This is an optimization exercise on Yosys and OpenROAD, whose aim is small area and a short achievable clock period, not a production implementation. The RTL was checked by simulation tests, not by an equivalence proof against the original design. Power figures rest on the tool's default switching activity, not on a simulated workload.

## flow/design.v (module list and top-level ports; edited modules follow where they fit)
// module fsm_pe: 1559 lines
// module pe_enc: 29 lines
// module pe_mul2: 1460 lines
// module pe_acc2: 262 lines
// module pe_cpa: 327 lines
// module pe_ao22: 5 lines
// module pe_xor2: 5 lines
// module pe_fa: 6 lines
// module pe_ha: 6 lines
// module pe_gp: 6 lines
// module pe_gg: 5 lines
// module systolic_array_4x4: 116 lines
module systolic_array_4x4(
		      FDi0, FDi4, FDi8, FDi12,
		      RD0, RD1, RD2, RD3,
		      clk, rst, result_ld,
		      FDo0, FDo4, FDo8, FDo12,
		      sa_GD0, sa_GD1, sa_GD2, sa_GD3);
  // ...
==> flow/run.sh <==
#!/bin/bash
# synth_recipe.tcl (not shown) runs the flow's synth.tcl, then flattens the netlist and writes it again
# the make line also repeats each setting of config.mk as NAME=value (left out here)
make -C /OpenROAD-flow-scripts/flow DESIGN_CONFIG=/design/flow/config.mk WORK_HOME=/design/flow/orfs CLKGATE_MAP_FILE= SYNTH_SCRIPT=/design/flow/synth_recipe.tcl finish
==> flow/config.mk <==
export PLATFORM = sky130hd
export DESIGN_NAME = systolic_array_4x4
export DESIGN_NICKNAME = systolic_array_4x4
export VERILOG_FILES = /design/flow/design.v
export SDC_FILE = /design/flow/constraint.sdc
export NUM_CORES = 4
export LEC_CHECK = 0
export CAP_MARGIN = 20
export CORE_MARGIN = 2
export CORE_UTILIZATION = 55
export SETUP_SLACK_MARGIN = 3.8
export SLEW_MARGIN = 20
export SYNTH_HIERARCHICAL = 1
export SYNTH_MINIMUM_KEEP_SIZE = 0
export TNS_END_PERCENT = 0
==> flow/constraint.sdc <==
create_clock -name core_clock -period 7.5 [get_ports {clk}]
set_input_delay 1.5000 -clock core_clock [delete_from_list [all_inputs] [get_ports {clk}]]
set_output_delay 1.5000 -clock core_clock [all_outputs]
set_load 0.01 [all_outputs]
==> out/metrics.cfg, run 1 <==
[outcome]
status = complete, no violations

[layout]
seq_cells = 2046
inverters = 0
largest_cell_class = multi-input gates
instances_no_fill = 23200
fillerInstances = 32000
multi_input_area_share_pct = 70.5
drive_gt1_share_pct = 9.81

[critical_path]
slowest_stage = dfxtp_4
path_cells = buf_16 > a22oi_1 > nand2_1 > ha_1 > and2_1 > and2_1 > and2_1 > a21o_1 > a21o_1 > xor2_1 > nand3_1 > a21oi_1
cpPeakStageDelay_ns = 0.65
cp.arrival_ns = 4.76
crit_end = GD[13][25]$_SDFF_PP0_
r2r_cells = 12

[die]
die_y_um = 619
taps = 4994
core_area_sq_um = 376000

[power_and_ir_drop]
leakagePower_nw = 121
pg_comb_mw = 11.4
pwr-share-comb_pct = 29.8

[global_route]
grt_use_met3_pct = 5.51
grt_pass1_wl_um = 1060000

[placed_design]
place_congestion = 0.954
dp.final_hpwl_um = 549000

[clocking]
clk_latency_ns = 0.97
cts_hold_buf = 0

[synthesis]
yosys-top-cells-count = xor2_1 (3612), fa_1 (3312), a22o_1 (3200)
avgSynthCellArea_sq_um = 11.3
syn_inst = 18400
yosysWarnings = 17
synthSimpleGateAreaFrac_pct = 8.92

[drt]
dr.pass1.iters = 6
drtIter0Drc = 14900

[sta]
worstMarginPinSlew_ns = 1.11
max_slew_margin_pct = 26.2
post-route-worst-setup-slack_ns = 3.52

==> module systolic_array_4x4, before the edit <==
module systolic_array_4x4(
		      FDi0, FDi4, FDi8, FDi12,
		      RD0, RD1, RD2, RD3,
		      clk, rst, result_ld,
		      FDo0, FDo4, FDo8, FDo12,
		      sa_GD0, sa_GD1, sa_GD2, sa_GD3);
	parameter DATA_WIDTH=16;
	input [DATA_WIDTH-1:0] FDi0, FDi4, FDi8, FDi12;
	input [(2*DATA_WIDTH)-1:0] RD0, RD1, RD2, RD3;
	input clk, rst, result_ld;
	output [(2*DATA_WIDTH)-1:0] sa_GD0, sa_GD1, sa_GD2, sa_GD3;
	output [DATA_WIDTH-1:0] FDo0, FDo4, FDo8, FDo12;
	localparam S_RESET = 3'd0, S_CALC = 3'd1, S_LOAD = 3'd2, S_D1 = 3'd3,
	           S_D2 = 3'd4, S_DRAIN = 3'd5;
	reg [2:0] state;
	reg [2:0] n_state;
	always @(*) begin
		case (state)
			S_RESET: n_state = S_CALC;
			S_CALC:  n_state = result_ld ? S_LOAD : S_CALC;
			S_LOAD:  n_state = S_D1;
			S_D1:    n_state = S_D2;
			default: n_state = S_DRAIN;
		endcase
	end
	always @(posedge clk)
		if (rst) state <= S_RESET;
		else     state <= n_state;
	wire calc = (n_state == S_CALC);                   
	wire load = (state == S_CALC) && result_ld;        
	reg q3, q2, q1, q0;
	always @(posedge clk) begin
		q3 <= !rst && n_state == S_CALC;
		q2 <= !rst && n_state == S_LOAD;
		q1 <= !rst && n_state == S_D1;
		q0 <= !rst && n_state == S_D2;
	end
	wire win  = load || state == S_LOAD || state == S_D1 || state == S_D2;
	wire [31:0] RD_n [0:3];
	wire [15:0] FD_w [0:3];
	assign RD_n[0] = RD0; assign RD_n[1] = RD1; assign RD_n[2] = RD2; assign RD_n[3] = RD3;
	assign FD_w[0] = FDi0; assign FD_w[1] = FDi4; assign FD_w[2] = FDi8; assign FD_w[3] = FDi12;
	reg  [31:0] GD  [0:15];
	reg  [15:0] FDo [0:3];     
	reg  [24:0] E   [0:15];    
	reg  [31:0] S   [0:15];
	reg  [31:0] C   [0:15];
	wire [31:0] SO  [0:15];
	wire [31:0] CO  [0:15];
	wire [24:0] EF  [0:3];     
	genvar r, c;
	generate
		for (r = 0; r < 4; r = r + 1) begin : row
			pe_enc enc (.B(FD_w[r]), .E(EF[r]));
			always @(posedge clk)
				if (rst)       FDo[r] <= 0;
				else if (calc) FDo[r] <= FD_w[r];
			for (c = 0; c < 4; c = c + 1) begin : col
				localparam integer i = r*4 + c;
				wire [31:0] rd_in = (r == 0) ? RD_n[c] : GD[i-4];
				wire [24:0] e_in  = (c == 0) ? EF[r] : E[i-1];
				if (r < 3 || c < 3) begin : e_reg
					always @(posedge clk)
						if (calc && !rst) E[i] <= e_in;
						else              E[i] <= 0;
				end
				if (r < 3) begin : own
					fsm_pe mac (.A(GD[i]), .E(E[i]),
					            .S(S[i]), .C(C[i]), .SO(SO[i]), .CO(CO[i]));
				end else if (c > 0) begin : direct
					fsm_pe mac (.A(rd_in), .E(e_in),
					            .S(S[i]), .C(C[i]), .SO(SO[i]), .CO(CO[i]));
				end else begin : piped
					wire [31:0] p0, p1;
					reg  [31:0] P0, P1;
					pe_mul2 mul (.A(rd_in), .B(FD_w[r]), .P0(p0), .P1(p1));
					always @(posedge clk)
						if (rst) begin
							P0 <= 0; P1 <= 0;
						end else begin
							P0 <= p0; P1 <= p1;
						end
					pe_acc2 mac (.S(S[i]), .C(C[i]), .P0(P0), .P1(P1), .SO(SO[i]), .CO(CO[i]));
				end
				always @(posedge clk)
					if (rst) begin
						S[i] <= 0;
						C[i] <= 0;
					end else begin
						S[i] <= SO[i];
						C[i] <= CO[i];
					end
				if (r < 3) begin : gd_pass
					always @(posedge clk)
						if (rst) GD[i] <= 0;
						else     GD[i] <= rd_in;
				end else begin : gd_out
					wire [31:0] s3 = c == 0 ? SO[i] : S[i];
					wire [31:0] c3 = c == 0 ? CO[i] : C[i];
					wire [31:0] sa = ({32{q3}} & s3) | ({32{q2}} & S[i-4]) |
					                 ({32{q1}} & S[i-8]) | ({32{q0}} & S[i-12]);
					wire [31:0] ca = ({32{q3}} & c3) | ({32{q2}} & C[i-4]) |
					                 ({32{q1}} & C[i-8]) | ({32{q0}} & C[i-12]);
					wire [31:0] res;
					pe_cpa cpa (.a(sa), .b(ca), .y(res));
					always @(posedge clk)
						if (rst)      GD[i] <= 0;
						else if (win) GD[i] <= res;
						else          GD[i] <= rd_in;
				end
			end
		end
	endgenerate
	assign sa_GD0 = GD[12]; assign sa_GD1 = GD[13]; assign sa_GD2 = GD[14]; assign sa_GD3 = GD[15];
	assign FDo0 = FDo[0]; assign FDo4 = FDo[1]; assign FDo8 = FDo[2]; assign FDo12 = FDo[3];
endmodule
==> run 2: changes to the inputs <==
--- a/flow/design.v
+++ b/flow/design.v
@@ -3636,4 +3636,187 @@
 	pe_xor2 s31 (.a(p0[31]), .b(g5_30), .y(y[31]));
 endmodule
+module pe_cpa_bk (a, b, y);
+	input  [31:0] a, b;
+	output [31:0] y;
+	wire [31:0] p0, g0;
+	pe_ha h0 (.a(a[0]), .b(b[0]), .s(p0[0]), .c(g0[0]));
+	pe_ha h1 (.a(a[1]), .b(b[1]), .s(p0[1]), .c(g0[1]));
+	pe_ha h2 (.a(a[2]), .b(b[2]), .s(p0[2]), .c(g0[2]));
+	pe_ha h3 (.a(a[3]), .b(b[3]), .s(p0[3]), .c(g0[3]));
+	pe_ha h4 (.a(a[4]), .b(b[4]), .s(p0[4]), .c(g0[4]));
+	pe_ha h5 (.a(a[5]), .b(b[5]), .s(p0[5]), .c(g0[5]));
+	pe_ha h6 (.a(a[6]), .b(b[6]), .s(p0[6]), .c(g0[6]));
+	pe_ha h7 (.a(a[7]), .b(b[7]), .s(p0[7]), .c(g0[7]));
+	pe_ha h8 (.a(a[8]), .b(b[8]), .s(p0[8]), .c(g0[8]));
+	pe_ha h9 (.a(a[9]), .b(b[9]), .s(p0[9]), .c(g0[9]));
+	pe_ha h10 (.a(a[10]), .b(b[10]), .s(p0[10]), .c(g0[10]));
+	pe_ha h11 (.a(a[11]), .b(b[11]), .s(p0[11]), .c(g0[11]));
+	pe_ha h12 (.a(a[12]), .b(b[12]), .s(p0[12]), .c(g0[12]));
+	pe_ha h13 (.a(a[13]), .b(b[13]), .s(p0[13]), .c(g0[13]));
+	pe_ha h14 (.a(a[14]), .b(b[14]), .s(p0[14]), .c(g0[14]));
+	pe_ha h15 (.a(a[15]), .b(b[15]), .s(p0[15]), .c(g0[15]));
+	pe_ha h16 (.a(a[16]), .b(b[16]), .s(p0[16]), .c(g0[16]));
+	pe_ha h17 (.a(a[17]), .b(b[17]), .s(p0[17]), .c(g0[17]));
+	pe_ha h18 (.a(a[18]), .b(b[18]), .s(p0[18]), .c(g0[18]));
+	pe_ha h19 (.a(a[19]), .b(b[19]), .s(p0[19]), .c(g0[19]));
+	pe_ha h20 (.a(a[20]), .b(b[20]), .s(p0[20]), .c(g0[20]));
+	pe_ha h21 (.a(a[21]), .b(b[21]), .s(p0[21]), .c(g0[21]));
+	pe_ha h22 (.a(a[22]), .b(b[22]), .s(p0[22]), .c(g0[22]));
+	pe_ha h23 (.a(a[23]), .b(b[23]), .s(p0[23]), .c(g0[23]));
+	pe_ha h24 (.a(a[24]), .b(b[24]), .s(p0[24]), .c(g0[24]));
+	pe_ha h25 (.a(a[25]), .b(b[25]), .s(p0[25]), .c(g0[25]));
+	pe_ha h26 (.a(a[26]), .b(b[26]), .s(p0[26]), .c(g0[26]));
+	pe_ha h27 (.a(a[27]), .b(b[27]), .s(p0[27]), .c(g0[27]));
+	pe_ha h28 (.a(a[28]), .b(b[28]), .s(p0[28]), .c(g0[28]));
+	pe_ha h29 (.a(a[29]), .b(b[29]), .s(p0[29]), .c(g0[29]));
+	pe_ha h30 (.a(a[30]), .b(b[30]), .s(p0[30]), .c(g0[30]));
+	pe_ha h31 (.a(a[31]), .b(b[31]), .s(p0[31]), .c(g0[31]));
+	wire bg1;
+	pe_gg b1 (.gh(g0[1]), .ph(p0[1]), .gl(g0[0]), .g(bg1));
+	wire bg2, bp2;
+	pe_gp b2 (.gh(g0[3]), .ph(p0[3]), .gl(g0[2]), .pl(p0[2]), .g(bg2), .p(bp2));
+	wire bg3, bp3;
+	pe_gp b3 (.gh(g0[5]), .ph(p0[5]), .gl(g0[4]), .pl(p0[4]), .g(bg3), .p(bp3));
+	wire bg4, bp4;
+	pe_gp b4 (.gh(g0[7]), .ph(p0[7]), .gl(g0[6]), .pl(p0[6]), .g(bg4), .p(bp4));
+	wire bg5, bp5;
+	pe_gp b5 (.gh(g0[9]), .ph(p0[9]), .gl(g0[8]), .pl(p0[8]), .g(bg5), .p(bp5));
+	wire bg6, bp6;
+	pe_gp b6 (.gh(g0[11]), .ph(p0[11]), .gl(g0[10]), .pl(p0[10]), .g(bg6), .p(bp6));
+	wire bg7, bp7;
+	pe_gp b7 (.gh(g0[13]), .ph(p0[13]), .gl(g0[12]), .pl(p0[12]), .g(bg7), .p(bp7));
+	wire bg8, bp8;
+	pe_gp b8 (.gh(g0[15]), .ph(p0[15]), .gl(g0[14]), .pl(p0[14]), .g(bg8), .p(bp8));
+	wire bg9, bp9;
+	pe_gp b9 (.gh(g0[17]), .ph(p0[17]), .gl(g0[16]), .pl(p0[16]), .g(bg9), .p(bp9));
+	wire bg10, bp10;
+	pe_gp b10 (.gh(g0[19]), .ph(p0[19]), .gl(g0[18]), .pl(p0[18]), .g(bg10), .p(bp10));
+	wire bg11, bp11;
+	pe_gp b11 (.gh(g0[21]), .ph(p0[21]), .gl(g0[20]), .pl(p0[20]), .g(bg11), .p(bp11));
+	wire bg12, bp12;
+	pe_gp b12 (.gh(g0[23]), .ph(p0[23]), .gl(g0[22]), .pl(p0[22]), .g(bg12), .p(bp12));
+	wire bg13, bp13;
+	pe_gp b13 (.gh(g0[25]), .ph(p0[25]), .gl(g0[24]), .pl(p0[24]), .g(bg13), .p(bp13));
+	wire bg14, bp14;
+	pe_gp b14 (.gh(g0[27]), .ph(p0[27]), .gl(g0[26]), .pl(p0[26]), .g(bg14), .p(bp14));
+	wire bg15, bp15;
+	pe_gp b15 (.gh(g0[29]), .ph(p0[29]), .gl(g0[28]), .pl(p0[28]), .g(bg15), .p(bp15));
+	wire bg16, bp16;
+	pe_gp b16 (.gh(g0[31]), .ph(p0[31]), .gl(g0[30]), .pl(p0[30]), .g(bg16), .p(bp16));
+	wire bg17;
+	pe_gg b17 (.gh(bg2), .ph(bp2), .gl(bg1), .g(bg17));
+	wire bg18, bp18;
+	pe_gp b18 (.gh(bg4), .ph(bp4), .gl(bg3), .pl(bp3), .g(bg18), .p(bp18));
+	wire bg19, bp19;
+	pe_gp b19 (.gh(bg6), .ph(bp6), .gl(bg5), .pl(bp5), .g(bg19), .p(bp19));
+	wire bg20, bp20;
+	pe_gp b20 (.gh(bg8), .ph(bp8), .gl(bg7), .pl(bp7), .g(bg20), .p(bp20));
+	wire bg21, bp21;
+	pe_gp b21 (.gh(bg10), .ph(bp10), .gl(bg9), .pl(bp9), .g(bg21), .p(bp21));
+	wire bg22, bp22;
+	pe_gp b22 (.gh(bg12), .ph(bp12), .gl(bg11), .pl(bp11), .g(bg22), .p(bp22));
+	wire bg23, bp23;
+	pe_gp b23 (.gh(bg14), .ph(bp14), .gl(bg13), .pl(bp13), .g(bg23), .p(bp23));
+	wire bg24, bp24;
+	pe_gp b24 (.gh(bg16), .ph(bp16), .gl(bg15), .pl(bp15), .g(bg24), .p(bp24));
+	wire bg25;
+	pe_gg b25 (.gh(bg18), .ph(bp18), .gl(bg17), .g(bg25));
+	wire bg26, bp26;
+	pe_gp b26 (.gh(bg20), .ph(bp20), .gl(bg19), .pl(bp19), .g(bg26), .p(bp26));
+	wire bg27, bp27;
+	pe_gp b27 (.gh(bg22), .ph(bp22), .gl(bg21), .pl(bp21), .g(bg27), .p(bp27));
+	wire bg28, bp28;
+	pe_gp b28 (.gh(bg24), .ph(bp24), .gl(bg23), .pl(bp23), .g(bg28), .p(bp28));
+	wire bg29;
+	pe_gg b29 (.gh(bg26), .ph(bp26), .gl(bg25), .g(bg29));
+	wire bg30, bp30;
+	pe_gp b30 (.gh(bg28), .ph(bp28), .gl(bg27), .pl(bp27), .g(bg30), .p(bp30));
+	wire bg31;
+	pe_gg b31 (.gh(bg30), .ph(bp30), .gl(bg29), .g(bg31));
+	wire bg32;
+	pe_gg b32 (.gh(bg27), .ph(bp27), .gl(bg29), .g(bg32));
+	wire bg33;
+	pe_gg b33 (.gh(bg19), .ph(bp19), .gl(bg25), .g(bg33));
+	wire bg34;
+	pe_gg b34 (.gh(bg21), .ph(bp21), .gl(bg29), .g(bg34));
+	wire bg35;
+	pe_gg b35 (.gh(bg23), .ph(bp23), .gl(bg32), .g(bg35));
+	wire bg36;
+	pe_gg b36 (.gh(bg3), .ph(bp3), .gl(bg17), .g(bg36));
+	wire bg37;
+	pe_gg b37 (.gh(bg5), .ph(bp5), .gl(bg25), .g(bg37));
+	wire bg38;
+	pe_gg b38 (.gh(bg7), .ph(bp7), .gl(bg33), .g(bg38));
+	wire bg39;
+	pe_gg b39 (.gh(bg9), .ph(bp9), .gl(bg29), .g(bg39));
+	wire bg40;
+	pe_gg b40 (.gh(bg11), .ph(bp11), .gl(bg34), .g(bg40));
+	wire bg41;
+	pe_gg b41 (.gh(bg13), .ph(bp13), .gl(bg32), .g(bg41));
+	wire bg42;
+	pe_gg b42 (.gh(bg15), .ph(bp15), .gl(bg35), .g(bg42));
+	wire bg43;
+	pe_gg b43 (.gh(g0[2]), .ph(p0[2]), .gl(bg1), .g(bg43));
+	wire bg44;
+	pe_gg b44 (.gh(g0[4]), .ph(p0[4]), .gl(bg17), .g(bg44));
+	wire bg45;
+	pe_gg b45 (.gh(g0[6]), .ph(p0[6]), .gl(bg36), .g(bg45));
+	wire bg46;
+	pe_gg b46 (.gh(g0[8]), .ph(p0[8]), .gl(bg25), .g(bg46));
+	wire bg47;
+	pe_gg b47 (.gh(g0[10]), .ph(p0[10]), .gl(bg37), .g(bg47));
+	wire bg48;
+	pe_gg b48 (.gh(g0[12]), .ph(p0[12]), .gl(bg33), .g(bg48));
+	wire bg49;
+	pe_gg b49 (.gh(g0[14]), .ph(p0[14]), .gl(bg38), .g(bg49));
+	wire bg50;
+	pe_gg b50 (.gh(g0[16]), .ph(p0[16]), .gl(bg29), .g(bg50));
+	wire bg51;
+	pe_gg b51 (.gh(g0[18]), .ph(p0[18]), .gl(bg39), .g(bg51));
+	wire bg52;
+	pe_gg b52 (.gh(g0[20]), .ph(p0[20]), .gl(bg34), .g(bg52));
+	wire bg53;
+	pe_gg b53 (.gh(g0[22]), .ph(p0[22]), .gl(bg40), .g(bg53));
+	wire bg54;
+	pe_gg b54 (.gh(g0[24]), .ph(p0[24]), .gl(bg32), .g(bg54));
+	wire bg55;
+	pe_gg b55 (.gh(g0[26]), .ph(p0[26]), .gl(bg41), .g(bg55));
+	wire bg56;
+	pe_gg b56 (.gh(g0[28]), .ph(p0[28]), .gl(bg35), .g(bg56));
+	wire bg57;
+	pe_gg b57 (.gh(g0[30]), .ph(p0[30]), .gl(bg42), .g(bg57));
+	assign y[0] = p0[0];
+	pe_xor2 t1 (.a(p0[1]), .b(g0[0]), .y(y[1]));
+	pe_xor2 t2 (.a(p0[2]), .b(bg1), .y(y[2]));
+	pe_xor2 t3 (.a(p0[3]), .b(bg43), .y(y[3]));
+	pe_xor2 t4 (.a(p0[4]), .b(bg17), .y(y[4]));
+	pe_xor2 t5 (.a(p0[5]), .b(bg44), .y(y[5]));
+	pe_xor2 t6 (.a(p0[6]), .b(bg36), .y(y[6]));
+	pe_xor2 t7 (.a(p0[7]), .b(bg45), .y(y[7]));
+	pe_xor2 t8 (.a(p0[8]), .b(bg25), .y(y[8]));
+	pe_xor2 t9 (.a(p0[9]), .b(bg46), .y(y[9]));
+	pe_xor2 t10 (.a(p0[10]), .b(bg37), .y(y[10]));
+	pe_xor2 t11 (.a(p0[11]), .b(bg47), .y(y[11]));
+	pe_xor2 t12 (.a(p0[12]), .b(bg33), .y(y[12]));
+	pe_xor2 t13 (.a(p0[13]), .b(bg48), .y(y[13]));
+	pe_xor2 t14 (.a(p0[14]), .b(bg38), .y(y[14]));
+	pe_xor2 t15 (.a(p0[15]), .b(bg49), .y(y[15]));
+	pe_xor2 t16 (.a(p0[16]), .b(bg29), .y(y[16]));
+	pe_xor2 t17 (.a(p0[17]), .b(bg50), .y(y[17]));
+	pe_xor2 t18 (.a(p0[18]), .b(bg39), .y(y[18]));
+	pe_xor2 t19 (.a(p0[19]), .b(bg51), .y(y[19]));
+	pe_xor2 t20 (.a(p0[20]), .b(bg34), .y(y[20]));
+	pe_xor2 t21 (.a(p0[21]), .b(bg52), .y(y[21]));
+	pe_xor2 t22 (.a(p0[22]), .b(bg40), .y(y[22]));
+	pe_xor2 t23 (.a(p0[23]), .b(bg53), .y(y[23]));
+	pe_xor2 t24 (.a(p0[24]), .b(bg32), .y(y[24]));
+	pe_xor2 t25 (.a(p0[25]), .b(bg54), .y(y[25]));
+	pe_xor2 t26 (.a(p0[26]), .b(bg41), .y(y[26]));
+	pe_xor2 t27 (.a(p0[27]), .b(bg55), .y(y[27]));
+	pe_xor2 t28 (.a(p0[28]), .b(bg35), .y(y[28]));
+	pe_xor2 t29 (.a(p0[29]), .b(bg56), .y(y[29]));
+	pe_xor2 t30 (.a(p0[30]), .b(bg42), .y(y[30]));
+	pe_xor2 t31 (.a(p0[31]), .b(bg57), .y(y[31]));
+endmodule
 module pe_ao22 (a, b, c, d, y);
 	input a, b, c, d;
@@ -3774,5 +3957,9 @@
 					                 ({32{q1}} & C[i-8]) | ({32{q0}} & C[i-12]);
 					wire [31:0] res;
-					pe_cpa cpa (.a(sa), .b(ca), .y(res));
+					if (c == 0) begin : ks
+						pe_cpa cpa (.a(sa), .b(ca), .y(res));
+					end else begin : bk
+						pe_cpa_bk cpa (.a(sa), .b(ca), .y(res));
+					end
 					always @(posedge clk)
 						if (rst)      GD[i] <= 0;
==> run 2 against run 1 <==
Still clean. Sequential power is essentially flat. First-iteration DRC count shrank 4.4%. Power up 0.18%. Clock skew down 0.0075 ns. Combinational power about the same. Design area fell by 1.7%.
==> out/metrics.cfg, run 2 <==
[outcome]
status = complete, no violations

[drt]
dr.pass1.iters = 6  ; unchanged
wl_met1_um = 271000
top_layer_used = met5
wirelength_um = 702000
dr_wl_met2_um = 334000
viasPerCell = 6.31
routedWlPerCell_um = 30.8
vias = 144000
drc_errors = 0
drtIter0Drc = 14200  ; -4.4%
wl_met3_um = 42100
drtAntennaViolNets = 0

[run]
maxCapViolations = 0

[global_route]
grt_pass1_vias = 153000
grt_start_max_net_pins = 179
grt_remaining_overflow = 0
grt_usage_pct = 36.6
grt_pass1_wl_um = 1030000  ; -2.6%
antenna_found_initial = 41

[die]
die_area_sq_um = 378000
rows = 224
num_io_pins = 387
die_w_um = 615
core_area_sq_um = 372000  ; -1.2%
start_util_pct = 55.2
die_y_um = 615  ; -0.71%

[power_and_ir_drop]
power_per_cell_area_nw_per_um2 = 174
ir_drop_mv = 0.171
pwr-share-seq_pct = 34.9
p_clk_share_pct = 35.5
p_int_mw = 25.1
p_sw_mw = 13.3
leakagePower_nw = 118  ; -2.5%
pwr-share-comb_pct = 29.6  ; -0.2 points
power_mw = 38.4
switching_share_pct = 34.7

[clocking]
cts_hold_buf = 0  ; unchanged
htreeDepth = 5
clockBufferDepth = 4
clkTransAtPathRegs_ns = 0.06
root_buffer = clkbuf_16
clk_latency_ns = 0.93  ; -0.04 ns
cts_made_buffers = 262
cts_tree = built
clock-sinks = 2046

[synthesis]
synth_edf_count = 0
synth.top_cells.by_area = fa_1 (32%), dfxtp_1 (20%), xor2_1 (15%), a22o_1 (14%), nor2b_1 (4.6%)
yosys-top-cells-count = xor2_1 (3612), fa_1 (3312), a22o_1 (3200)
synth_most_common_cell = xor2_1
yosysWarnings = 17  ; unchanged
ys_async_sr_fraction_pct = 0
synth_top_flop_cell = dfxtp_1
synth_area_leader_cell = fa_1
syn_inst = 17900  ; -2.4%
syn_nets = 21600
ys_types = 36
yosysTopAreaCellShare_pct = 32.3
synth_seq_cells = 2046
avgSynthCellArea_sq_um = 11.4  ; +0.94%
netlist_area_sq_um = 205000
ys_seq_area_share_pct = 20.0

[critical_path]
worstSetupEndpointType = flop
required_ns = 8.29
start_kind = input pin
critPathMaxFanout = 15
cp.arrival_ns = 4.70  ; -0.06 ns
criticalPathCategory = input pin to flop

[placed_design]
dp.final_hpwl_um = 530000  ; -3.3%
port_buffers = 386
place_congestion = 0.944  ; -1.0%

[sta]
hold_viol = 0
worstMarginPinSlew_ns = 1.15  ; +0.0460 ns
period_share_pct = 52.1
period_needed_ns = 3.91
tns_ns = 0
finalSetupViolations = 0
fmax_mhz = 256
rsz0062_at_grt = true
hold-worst-slack_ns = 0.452
max_slew_margin_pct = 22.4  ; -3.8 points
skew_ns = 0.0464
maxSlewViolCount = 0

[layout]
reg_top3 = C x512, GD x512, S x512
final_cell_mix = xor2_1 (3591), fa_1 (3271), a22o_1 (3200)
drive_gt1_share_pct = 9.41  ; -0.40 points
syn_to_final_growth_pct = 7.52
mostFrequentLayoutCell = xor2_1
final_util_pct = 59.3
fin_nets = 21300

[hold_path]
hold_class = flop to flop

## run 2: logic make-up (layout without fill, tap and decap cells)
| group | count (synthesis) | count (layout) | synth area share [%] |
|---|---|---|---|
| DFF | 2046 | 2046 | 20.0 |
| other | 16 | 26 | 0.0293 |
| buffers and inverters | 1532 | 1365 | 4.97 |
| and+or+nand+nor | 2895 | 2903 | 8.39 |
| xor gates and xnor gates | 3612 | 3612 | 15.4 |
| AOI/OAI and AO/OA | 4352 | 4355 | 17.8 |
| muxes | 1 | 1 | 0.00549 |
| adders and majority gates | 3491 | 3491 | 33.4 |
## run 2: Yosys stat by module (local to each module, per instance), excerpt
module	flip-flops and latches	area, sq um
pe_gp	0	13.8
pe_mul2	0	860
pe_cpa	0	7.51
pe_xor2	0	8.76
pe_ha	0	12.5
pe_enc	0	293
pe_cpa_bk	0	7.51
systolic_array_4x4	2046	62500
pe_fa	0	20.0
## run 2: worst paths after layout
check	startpoint	slack [ns]	depth (start not counted)	to
worst min register to register	E[0][22]$_SDFF_PN0_	0.45	1	E[1][22]$_SDFF_PN0_
worst min-delay path	E[0][22]$_SDFF_PN0_	0.45	1	E[1][22]$_SDFF_PN0_
worst max-delay path	FDi12[5]	3.59	12	row[3].col[0].genblk2.piped.P1[22]$_SDFF_PP0_
worst max register to register	S[12][17]$_SDFF_PP0_	3.61	13	GD[12][18]$_SDFF_PP0_
## run 2: per-stage QoR
step	setup slack (ns)	cell area (sq um)	instances
floorplan	2.54	205000	17900
global placement	1.56	209000	22200
detailed placement	1.54	209000	22200
CTS	3.58	219000	22700
global route	3.55	221000	22800
finish	3.59	221000	22800
## run 2: what timing repair did
| action | 4_1_cts | 5_1_grt |
|---|---|---|
| gates resized for setup | 261 | 265 |
| setup buffers | 52 | 40 |
| endpoints found under the setup margin | 667 | 563 |
| cloned | 12 | 5 |
| pin swaps | 4 | 32 |
## run 2: layout make-up
class	count	area [sq um]
clock buffers	339	7400
fillers	31900	151000
well taps	4972	6220
clock inverters	121	1740
repair buffers	905	8820
diodes	10	25.0
flip-flops and latches	2046	41400
multi-input cells	14400	155000
## run 2: layer usage
metal | vias to the layer above | GRT usage [%]
li1 | 60600 | -
met1 | 74700 | 45.2
met2 | 6613 | 60.6
met3 | 1767 | 4.73
met4 | 12 | 24.1
met5 | - | 0
## run 2: critical path: stages
cell and delay [ns]:
buf_8 0.16, ha_4 0.20, nor2b_4 0.05, buf_12 0.14, buf_4 0.15, xor2_1 0.18, a22o_1 0.27, fa_1 0.45
fa_2 0.57, fa_1 0.46, fa_1 0.43, nor2b_1 0.13
## run 2: power groups by stage
stage	clock network, mW	logic, mW	registers [mW]
after floorplan	0	10.0	13.2
after global placement	0	10.8	13.6
after detailed placement	0	10.9	13.6
after CTS	13.9	11.2	13.4
after global routing	14.3	12.6	13.5
final	13.7	11.4	13.4
==> run 3: changes to the inputs <==
--- a/flow/design.v
+++ b/flow/design.v
@@ -3835,4 +3835,9 @@
 	assign co = (a & b) | (a & c) | (b & c);
 endmodule
+module pe_ao21 (a, b, c, y);
+	input a, b, c;
+	output y;
+	assign y = (a & b) | c;
+endmodule
 module pe_ha (a, b, s, c);
 	input a, b;
@@ -3890,4 +3895,5 @@
 		q0 <= !rst && n_state == S_D2;
 	end
+	wire clr3 = (state == S_RESET);
 	wire win  = load || state == S_LOAD || state == S_D1 || state == S_D2;
 	wire [31:0] RD_n [0:3];
@@ -3929,14 +3935,11 @@
 					reg  [31:0] P0, P1;
 					pe_mul2 mul (.A(rd_in), .B(FD_w[r]), .P0(p0), .P1(p1));
-					always @(posedge clk)
-						if (rst) begin
-							P0 <= 0; P1 <= 0;
-						end else begin
-							P0 <= p0; P1 <= p1;
-						end
+					always @(posedge clk) begin
+						P0 <= p0; P1 <= p1;
+					end
 					pe_acc2 mac (.S(S[i]), .C(C[i]), .P0(P0), .P1(P1), .SO(SO[i]), .CO(CO[i]));
 				end
 				always @(posedge clk)
-					if (rst) begin
+					if (rst || (i == 12 && clr3)) begin
 						S[i] <= 0;
 						C[i] <= 0;
@@ -3950,10 +3953,17 @@
 						else     GD[i] <= rd_in;
 				end else begin : gd_out
-					wire [31:0] s3 = c == 0 ? SO[i] : S[i];
-					wire [31:0] c3 = c == 0 ? CO[i] : C[i];
-					wire [31:0] sa = ({32{q3}} & s3) | ({32{q2}} & S[i-4]) |
-					                 ({32{q1}} & S[i-8]) | ({32{q0}} & S[i-12]);
-					wire [31:0] ca = ({32{q3}} & c3) | ({32{q2}} & C[i-4]) |
-					                 ({32{q1}} & C[i-8]) | ({32{q0}} & C[i-12]);
+					wire [31:0] s_lo = ({32{q2}} & S[i-4]) | ({32{q1}} & S[i-8]) | ({32{q0}} & S[i-12]);
+					wire [31:0] c_lo = ({32{q2}} & C[i-4]) | ({32{q1}} & C[i-8]) | ({32{q0}} & C[i-12]);
+					wire [31:0] sa, ca;
+					if (c == 0) begin : late
+						genvar b;
+						for (b = 0; b < 32; b = b + 1) begin : bit_
+							pe_ao21 ms (.a(q3), .b(SO[i][b]), .c(s_lo[b]), .y(sa[b]));
+							pe_ao21 mc (.a(q3), .b(CO[i][b]), .c(c_lo[b]), .y(ca[b]));
+						end
+					end else begin : early
+						assign sa = ({32{q3}} & S[i]) | s_lo;
+						assign ca = ({32{q3}} & C[i]) | c_lo;
+					end
 					wire [31:0] res;
 					if (c == 0) begin : ks
==> run 3 against run 2 <==
Die area is 0.11% lower. Area after synthesis decreased by 0.11%. Register-to-register slack better by 0.09 ns. Non-clock buffer count is 91 higher. Critical endpoint is now GD[12][27]$_SDFF_PP0_. Largest power group is now sequential cells.
==> out/metrics.cfg, run 3 <==
[synthesis]
ys_types = 38  ; +5.6%
synth_most_common_cell = xor2_1
synth_seq_cells = 2046  ; unchanged
syn_nets = 21600  ; -0.35%
yosysTopAreaCellShare_pct = 32.4  ; +0.037 points
synth_area_leader_cell = fa_1
ys_seq_area_share_pct = 20.0  ; +0.023 points
avgSynthCellArea_sq_um = 11.5  ; +0.31%
ys_async_sr_fraction_pct = 0  ; unchanged
yosys-top-cells-count = xor2_1 (3612), fa_1 (3312), a22o_1 (3200)
syn_inst = 17900  ; -0.42%
yosysWarnings = 17  ; unchanged
synth_edf_count = 0  ; unchanged
netlist_area_sq_um = 205000  ; -0.11%
synth.top_cells.by_area = fa_1 (32%), dfxtp_1 (20%), xor2_1 (15%), a22o_1 (14%), nor2b_1 (4.2%)
synth_top_flop_cell = dfxtp_1

[critical_path]
critPathMaxFanout = 21  ; +6
worstSetupEndpointType = flop
crit_cells = 14  ; +2
criticalPathCategory = flop to flop
required_ns = 8.42  ; +0.13 ns
slowest_stage = a222oi_1
start_kind = flop
r2r_cells = 14  ; +1
cp_num_buf_inv = 3  ; unchanged
cpPeakStageDelay_ns = 0.84  ; +0.27 ns
path_delay_family = compound AO/OA/AOI/OAI gates
cp.arrival_ns = 4.72  ; +0.02 ns
path_cells = buf_16 > buf_8 > a222oi_1 > inv_1 > a21o_1 > ha_1 > and2_1 > and2_1 > a21o_1 > a21o_1 > a21o_1 > xor2_1 > nand3_1 > a21oi_2
reg2reg_slack_ns = 3.70  ; +0.09 ns
crit_path_frequent_cell = a21o_1

[global_route]
grt_use_met3_pct = 5.24  ; +0.52 points
grt_usage_pct = 37.0  ; +0.40 points
grt_remaining_overflow = 0  ; unchanged
use_met2_pct = 60.0  ; -0.60 points
grt_pass1_wl_um = 1040000  ; +1.1%
antenna_found_initial = 54  ; +32%
grt_util_met1_pct = 46.1  ; +0.87 points
grt_start_max_net_pins = 243  ; +36%
grt-busiest-layer = met2
grt_pass1_vias = 153000  ; -0.26%

[sta]
max_slew_margin_pct = 15.6  ; -6.9 points
hold-worst-slack_ns = 0.456  ; +0.00406 ns
maxSlewViolCount = 0  ; unchanged
period_needed_ns = 3.80  ; -0.109 ns
tns_ns = 0  ; unchanged
worstMarginPinSlew_ns = 1.25  ; +0.102 ns
period_share_pct = 50.6  ; -1.4 points
hold_viol = 0  ; unchanged
skew_ns = 0.0819  ; +0.0355 ns
finalSetupViolations = 0  ; unchanged
post-route-worst-setup-slack_ns = 3.70  ; +0.109 ns
rsz0062_at_grt = true
fmax_mhz = 263  ; +2.9%

[drt]
drtAntennaViolNets = 0  ; unchanged
wirelength_um = 724000  ; +3.1%
vias = 145000  ; +0.87%
drtIter0Drc = 15400  ; +7.9%
drc_errors = 0  ; unchanged
routedWlPerCell_um = 31.6  ; +2.6%
viasPerCell = 6.34  ; +0.43%
dr.pass1.iters = 8  ; +2

[layout]
drive_gt1_share_pct = 11.1  ; +1.6 points
final_cell_mix = xor2_1 (3592), fa_1 (3238), a22o_1 (3200)
syn_to_final_growth_pct = 8.96
final_util_pct = 60.1  ; +0.72 points
fin_nets = 21300  ; +0.042%
reg_top3 = C x512, GD x512, S x512
instances_no_fill = 22900  ; +0.44%
mostFrequentLayoutCell = xor2_1

[placed_design]
place_congestion = 0.941  ; -0.31%
dp.final_hpwl_um = 532000  ; +0.26%
dp.cells = 22100  ; -0.41%
port_buffers = 386  ; unchanged
post-place-ws_ns = 1.53  ; -0.0113 ns

[die]
die_w_um = 614  ; about the same
start_util_pct = 55.1  ; -0.063 points
num_io_pins = 387  ; unchanged
die_y_um = 614  ; about the same
rows = 224  ; unchanged
die_area_sq_um = 377000  ; -0.11%
core_area_sq_um = 372000  ; unchanged

[clocking]
clkTransAtPathRegs_ns = 0.06  ; about the same
root_buffer = clkbuf_16
cts_made_buffers = 241  ; -8.0%
clk_latency_ns = 1.02  ; +0.09 ns
clockBufferDepth = 4  ; unchanged
cts_tree = built
htreeDepth = 4  ; -1
clock-sinks = 2046  ; unchanged
cts_hold_buf = 0  ; unchanged

[power_and_ir_drop]
power_per_cell_area_nw_per_um2 = 170  ; -2.3%
p_clk_share_pct = 33.7  ; -1.8 points
ir_drop_mv = 0.232  ; +36%
p_sw_mw = 13.5  ; +0.87%
leakagePower_nw = 120  ; +0.99%
switching_share_pct = 35.4  ; +0.69 points
p_int_mw = 24.6  ; -2.2%
pwr-share-comb_pct = 30.6  ; +1.0 points
pwr-share-seq_pct = 35.7  ; +0.8 points

[outcome]
status = complete, no violations

[hold_path]
hold_class = flop to flop
whs_path_depth = 2  ; +1

[run]
maxCapViolations = 0  ; unchanged

run 3: cell types whose count changed after synthesis, sizes merged, moves of 2 or more:
| cell | previous run | this run |
|---|---|---|
| clkbuf | 332 | 315 |
| a22oi | 512 | 384 |
| and2 | 791 | 855 |
| a21o | 280 | 344 |
| buf | 1200 | 1202 |
| nor3 | 2 | 4 |
| nand2 | 396 | 332 |
| inv | 0 | 64 |
| a222oi | 0 | 64 |
| nor2b | 1512 | 1384 |
run 3: worst reg2reg max path, delay by kind of cell, from the launching register on:
family | cells | cell delay, ns
fa+ha+maj | 1 | 0.33
xor+xnor | 1 | 0.23
simple gates | 3 | 0.54
buf+inv | 3 | 0.48
flops | 1 | 0.40
compound gates | 6 | 1.73
run 3: power groups by stage:
| stage | clock network, mW | logic (mW) | registers (mW) |
|---|---|---|---|
| 2_1_floorplan | 0 | 10.2 | 13.3 |
| 5_1_grt | 13.4 | 12.8 | 13.6 |
| 4_1_cts | 13.0 | 11.2 | 13.6 |
| 6_report | 12.8 | 11.6 | 13.6 |
| 3_5_place_dp | 0 | 11.0 | 13.8 |
| 3_3_place_gp | 0 | 10.8 | 13.8 |
run 3: cell type report:
type                            instances  area [sq um]
Tap cell                             4972          6220
Clock inverter                        143          1790
Fill cell                           31900        148000
Clock buffer                          308          6760
Inverter                               64           240
Timing Repair Buffer                  996         11200
Sequential cell                      2046         41600
Antenna cell                           89           223
Multi-Input combinational cell      14300        155000
run 3: routing by layer:
| metal | wire length (um) | share of wire [%] |
|---|---|---|
| met5 | 64 | 0.0088 |
| met4 | 57900 | 8.0 |
| met3 | 49200 | 6.8 |
| met2 | 338000 | 47 |
| met1 | 278000 | 38 |
run 3: metrics by stage:
step / instance area, sq um / power, mW
final: 223000 / 38.0
after global routing: 223000 / 39.9
after CTS: 219000 / 37.8
after detailed placement: 208000 / 24.8
after global placement: 208000 / 24.6
after floorplan: 205000 / 23.5
run 3: worst paths after layout:
kind | from | end
setup / recovery | q1$_DFF_P_ | GD[12][27]$_SDFF_PP0_
hold / removal | FDo[1][14]$_SDFFE_PP0N_ | FDo[1][14]$_SDFFE_PP0N_
setup reg to reg | q1$_DFF_P_ | GD[12][27]$_SDFF_PP0_
hold reg to reg | FDo[1][14]$_SDFFE_PP0N_ | FDo[1][14]$_SDFFE_PP0N_
run 3: modules after synthesis, one instance, submodules excluded:
module	copies in the design	cells inside	area, sq um
fsm_pe	15	82	611
pe_acc2	1	64	480
pe_ao21	64	1	7.51
pe_ao22	3200	1	8.76
pe_cpa	1	1	7.51
pe_cpa_bk	3	1	7.51
pe_enc	4	39	293
pe_fa	3312	1	20.0
pe_gg	120	1	7.51
pe_gp	160	2	13.8
pe_ha	144	1	12.5
pe_mul2	1	118	860
pe_xor2	3612	1	8.76
systolic_array_4x4	1	5525	61800
run 3: cell families (layout without fill, tap and decap cells):
| logic type | after synthesis | in the layout | synth area share, % |
|---|---|---|---|
| other | 16 | 105 | 0.0293 |
| DFF | 2046 | 2046 | 20.0 |
| AOI/OAI and AO/OA | 4353 | 4357 | 17.9 |
| buffers and inverters | 1581 | 1511 | 5.09 |
| and+or+nand+nor | 2770 | 2777 | 8.09 |
| adders and majority gates | 3491 | 3491 | 33.5 |
| xor gates and xnor gates | 3612 | 3612 | 15.4 |
run 3: timing repair:
item                                    in CTS  in global routing
endpoints found under the setup margin     670                528
gates resized for setup                    342                634
buffers inserted                            70                126
cloned                                      13                 20
pin swaps                                    8                 56

## static timing again, ports no longer ideal
The flow's constraints put no driver on any port. The routed layouts listed below were extracted and timed again, unchanged, in two steps.
Step 1 (the two cells are an assumption about what drives the block):
set clk [get_ports {clk}]
set_driving_cell -lib_cell sky130_fd_sc_hd__clkbuf_16 $clk
set_driving_cell -lib_cell sky130_fd_sc_hd__buf_2 [delete_from_list [all_inputs] $clk]
Step 2 adds t to the input delays and takes it off the output delays; t is the mean of the earliest and latest rising clock arrival at the registers after step 1. Input paths then give back, and output paths get back, about the clock's delay inside the block.
Slacks: ideal / step 1 / step 2; pairs: ideal / step 1.
| run | t (ns) | setup WS [ns] | worst setup path at the end |
|---|---|---|---|
| run 1 | 1.064 | 3.524 / 3.524 / 2.562 | input to register |
| run 2 | 1.027 | 3.595 / 3.537 / 2.626 | input to register |
| run 3 | 1.099 | 3.703 / 3.702 / 2.737 | input to register |
After both steps every run listed still meets setup and hold. For run 2, which loses most, drivers alone change the setup slack by -0.058 ns; drivers and shift together by -0.969 ns.
